Source: an optimization exercise on an open RTL-to-GDS flow (aim: small area, a short achievable clock period and few clock cycles per item). Production flows keep margins and buffers that such runs may drop.
RTL that was checked went through simulation tests only; none was proved equivalent to the original.
Power is estimated from default activity; no workload was simulated.

## rev 12
==> flow/design.v <==
`timescale 1ns/1ps
module average #(
    parameter NOF_BITS = 32,
    parameter WIDTH = 32
) (
    input  wire                     clk,
    input  wire                     rst_n,
    input  wire                     start,
    input  wire                     data_first,
    input  wire                     data_last,
    input  wire [NOF_BITS-1:0]      data_in,
    output wire [NOF_BITS:0]        data_out,
    output reg                      busy,
    output reg                      TO,
    output reg                      done
);
    reg        wt, dv, lst;
    reg [5:0]  c;           
    reg [31:0] din;         
    reg [16:0] cnt;         
    reg [7:0]  n3;          
    reg [32:0] q;           
    reg [15:0] r;           
    wire fast = (cnt[16:6] == 11'd0);
    wire [7:0] t  = {r[5:0], q[31:30]};
    wire [8:0] d1 = {1'b0, t} - {3'b0, cnt[5:0]};
    wire [8:0] d2 = {1'b0, t} - {2'b0, cnt[5:0], 1'b0};
    wire [8:0] d3 = {1'b0, t} - {1'b0, n3};
    wire ge1 = !d1[8];
    wire ge2 = !d2[8];
    wire ge3 = !d3[8];
    wire [5:0] fr = ge3 ? d3[5:0] : ge2 ? d2[5:0] : ge1 ? d1[5:0] : t[5:0];
    wire [1:0] fd = {ge2, ge3 | (ge1 & !ge2)};
    wire [16:0] st = {r, q[31]};
    wire [17:0] sd = {1'b0, st} - {1'b0, cnt};
    wire        sge = !sd[17];
    wire [15:0] sr = sge ? sd[15:0] : st[15:0];
    wire [32:0] acc = q + {1'b0, din};
    wire [5:0] load = (fast && cnt[5:0] != 6'd63) ? 6'd48 : 6'd32;
    wire       one  = fast && cnt[5:0] == 6'd0;    
    always @(posedge clk) begin
        din <= data_in;
        if (dv) begin
            q <= fast ? {1'b0, q[29:0], fd} : {1'b0, q[30:0], sge};
            r <= fast ? {sr[15:6], fr} : sr;
        end else if (busy) begin
            q <= acc;
            r <= {15'd0, acc[32]};
        end else begin
            q <= 33'd0;    
            r <= 16'd0;
        end
        if (!busy) begin
            cnt <= 17'd0;
            n3  <= 8'd0;
        end else if (!dv) begin
            cnt <= cnt + 17'd1;
            n3  <= n3 + 8'd3;
        end
        if (wt || dv) c <= c + 6'd1;
        else if (busy) c <= load;
        else c <= 6'd0;
    end
    always @(posedge clk or negedge rst_n) begin
        if (!rst_n) begin
            wt   <= 1'b0;
            busy <= 1'b0;
            dv   <= 1'b0;
            lst  <= 1'b0;
            TO   <= 1'b0;
            done <= 1'b0;
        end else begin
            TO   <= 1'b0;
            done <= 1'b0;
            lst  <= data_last;
            if (wt) begin
                if (c == 6'd11) begin
                    wt <= 1'b0;
                    TO <= 1'b1;
                end else if (data_first && c < 6'd10) begin
                    wt   <= 1'b0;
                    busy <= 1'b1;
                end
            end else if (busy) begin
                if (dv) begin
                    if (c == 6'd63) begin
                        busy <= 1'b0;
                        dv   <= 1'b0;
                        done <= 1'b1;
                    end
                end else if (lst) begin
                    if (one) begin
                        busy <= 1'b0;
                        done <= 1'b1;
                    end else begin
                        dv <= 1'b1;
                    end
                end
            end else if (start) begin
                wt <= 1'b1;
            end
        end
    end
    assign data_out = q[32:0];
endmodule
export LEC_CHECK = 0
export CAP_MARGIN = 20
export CORE_MARGIN = 2
export CORE_UTILIZATION = 60
export SETUP_SLACK_MARGIN = 5
export SLEW_MARGIN = 20
create_clock -name core_clock -period 8.0 [get_ports {clk}]
run.sh (not shown) runs the stock make flow with config.mk's settings and CLKGATE_MAP_FILE= SYNTH_SCRIPT=/design/flow/synth_recipe.tcl, a recipe that flattens the netlist after the stock synthesis.
Rev 12 closes out successfully: all stages finished, all timing, DRC and antenna checks passed.
Testbench counts of rev 12, summed over its fixed seeds: cycles 27,663, items 800.
Changes in rev 13 relative to rev 12:
-- flow/design.v --
<<< rev 12, line 20
    reg [16:0] cnt;         
    reg [7:0]  n3;          
    reg [32:0] q;           
    reg [15:0] r;           
    wire fast = (cnt[16:6] == 11'd0);
    wire [7:0] t  = {r[5:0], q[31:30]};
    wire [8:0] d1 = {1'b0, t} - {3'b0, cnt[5:0]};
    wire [8:0] d2 = {1'b0, t} - {2'b0, cnt[5:0], 1'b0};
>>> rev 13, line 20
    reg [16:0] cnt;         
    reg [7:0]  n3;          
    reg [33:0] q;           
    reg [15:0] r;           
    wire fast = (cnt[16:6] == 11'd0);
    wire [7:0] t  = {r[5:0], q[33:32]};
    wire [8:0] d1 = {1'b0, t} - {3'b0, cnt[5:0]};
    wire [8:0] d2 = {1'b0, t} - {2'b0, cnt[5:0], 1'b0};
<<< rev 12, line 32
    wire [5:0] fr = ge3 ? d3[5:0] : ge2 ? d2[5:0] : ge1 ? d1[5:0] : t[5:0];
    wire [1:0] fd = {ge2, ge3 | (ge1 & !ge2)};
    wire [16:0] st = {r, q[31]};
    wire [17:0] sd = {1'b0, st} - {1'b0, cnt};
    wire        sge = !sd[17];
    wire [15:0] sr = sge ? sd[15:0] : st[15:0];
    wire [32:0] acc = q + {1'b0, din};
    wire [5:0] load = (fast && cnt[5:0] != 6'd63) ? 6'd48 : 6'd32;
    wire       one  = fast && cnt[5:0] == 6'd0;    
    always @(posedge clk) begin
        din <= data_in;
        if (dv) begin
            q <= fast ? {1'b0, q[29:0], fd} : {1'b0, q[30:0], sge};
            r <= fast ? {sr[15:6], fr} : sr;
        end else if (busy) begin
            q <= acc;
            r <= {15'd0, acc[32]};
        end else begin
            q <= 33'd0;    
            r <= 16'd0;
        end
>>> rev 13, line 32
    wire [5:0] fr = ge3 ? d3[5:0] : ge2 ? d2[5:0] : ge1 ? d1[5:0] : t[5:0];
    wire [1:0] fd = {ge2, ge3 | (ge1 & !ge2)};
    wire [16:0] st = {r, q[33]};
    wire [17:0] sd = {1'b0, st} - {1'b0, cnt};
    wire        sge = !sd[17];
    wire [15:0] sr = sge ? sd[15:0] : st[15:0];
    wire [32:0] acc = q[32:0] + {1'b0, din};
    wire [5:0] load = (fast && cnt[5:0] != 6'd63) ? 6'd47 : 6'd30;
    always @(posedge clk) begin
        din <= data_in;
        if (dv) begin
            q <= fast ? {q[31:0], fd} : {q[32:0], sge};
            r <= fast ? {sr[15:6], fr} : sr;
        end else if (busy) begin
            q <= {1'b0, acc};
            r <= 16'd0;
        end else begin
            q <= 34'd0;    
            r <= 16'd0;
        end
<<< rev 12, line 90
                    end
                end else if (lst) begin
                    if (one) begin
                        busy <= 1'b0;
                        done <= 1'b1;
                    end else begin
                        dv <= 1'b1;
                    end
                end
            end else if (start) begin
>>> rev 13, line 89
                    end
                end else if (lst) begin
                    dv <= 1'b1;
                end
            end else if (start) begin
### Flow results
As of rev 13, cell area had risen by a few percent compared to rev 12.
[compare] base=rev 12 new=rev 13: fraction of layout instances using a drive strength above 1 saw a decrease, clock network area share saw a decrease, count of placed standard cells in the final layout, fillers left out went up 7.8%.
Comparing rev 12 and rev 13, leakage power total is higher on rev 13.
In the flow results for rev 12 and rev 13, the detailed placement HPWL is smaller on rev 12.
Changes observed in rev 13 relative to rev 12: critical path data arrival time neither gained nor lost much, weighted congestion reported at the end of routability-driven placement picked up an extra 11%, total power lost 1.1%, sequential share of power picked up an extra 0.2 points.
Mux cell area share after synthesis up 0.50 points in rev 13 wrt rev 12
Diff rev 12 and rev 13: worst setup slack after layout lower in rev 13
On global-route wire length before repair, rev 13 does worse than rev 12.
Rev 13: power density normalized to cell area is 18 nW/um2 lower than what rev 12 reported.
The RTL of rev 13 was laid out without a check of its function.

[static timing again, ports no longer ideal]
The flow's constraints put no driver on any port. The routed layouts listed below were extracted and timed again, unchanged, in two steps.
Step 1 sets driving cells, clkbuf_16 on the clock port and buf_2 on the other inputs (assumed; they add their load-dependent delay and slew).
Step 2 moves the port delays by t, midway between the first and last clock arrival at a register: inputs arrive t later, outputs are due t later. That takes back most of the time a late clock gives input paths.
Slacks: ideal ports / drivers / drivers and shift; pairs: ideal ports / drivers.
run | t, ns | setup slack, ns | hold WS [ns] | worst setup path at the end | worst register clock-pin slew, ns
rev 12 | 0.464 | 5.042 / 5.003 / 5.150 | 0.454 / 0.454 / 0.454 | register to register | 0.06 / 0.06
rev 13 | 0.461 | 5.032 / 4.988 / 5.060 | 0.512 / 0.512 / 0.512 | register to register | 0.06 / 0.06
After both steps setup and hold are still met in every run listed.
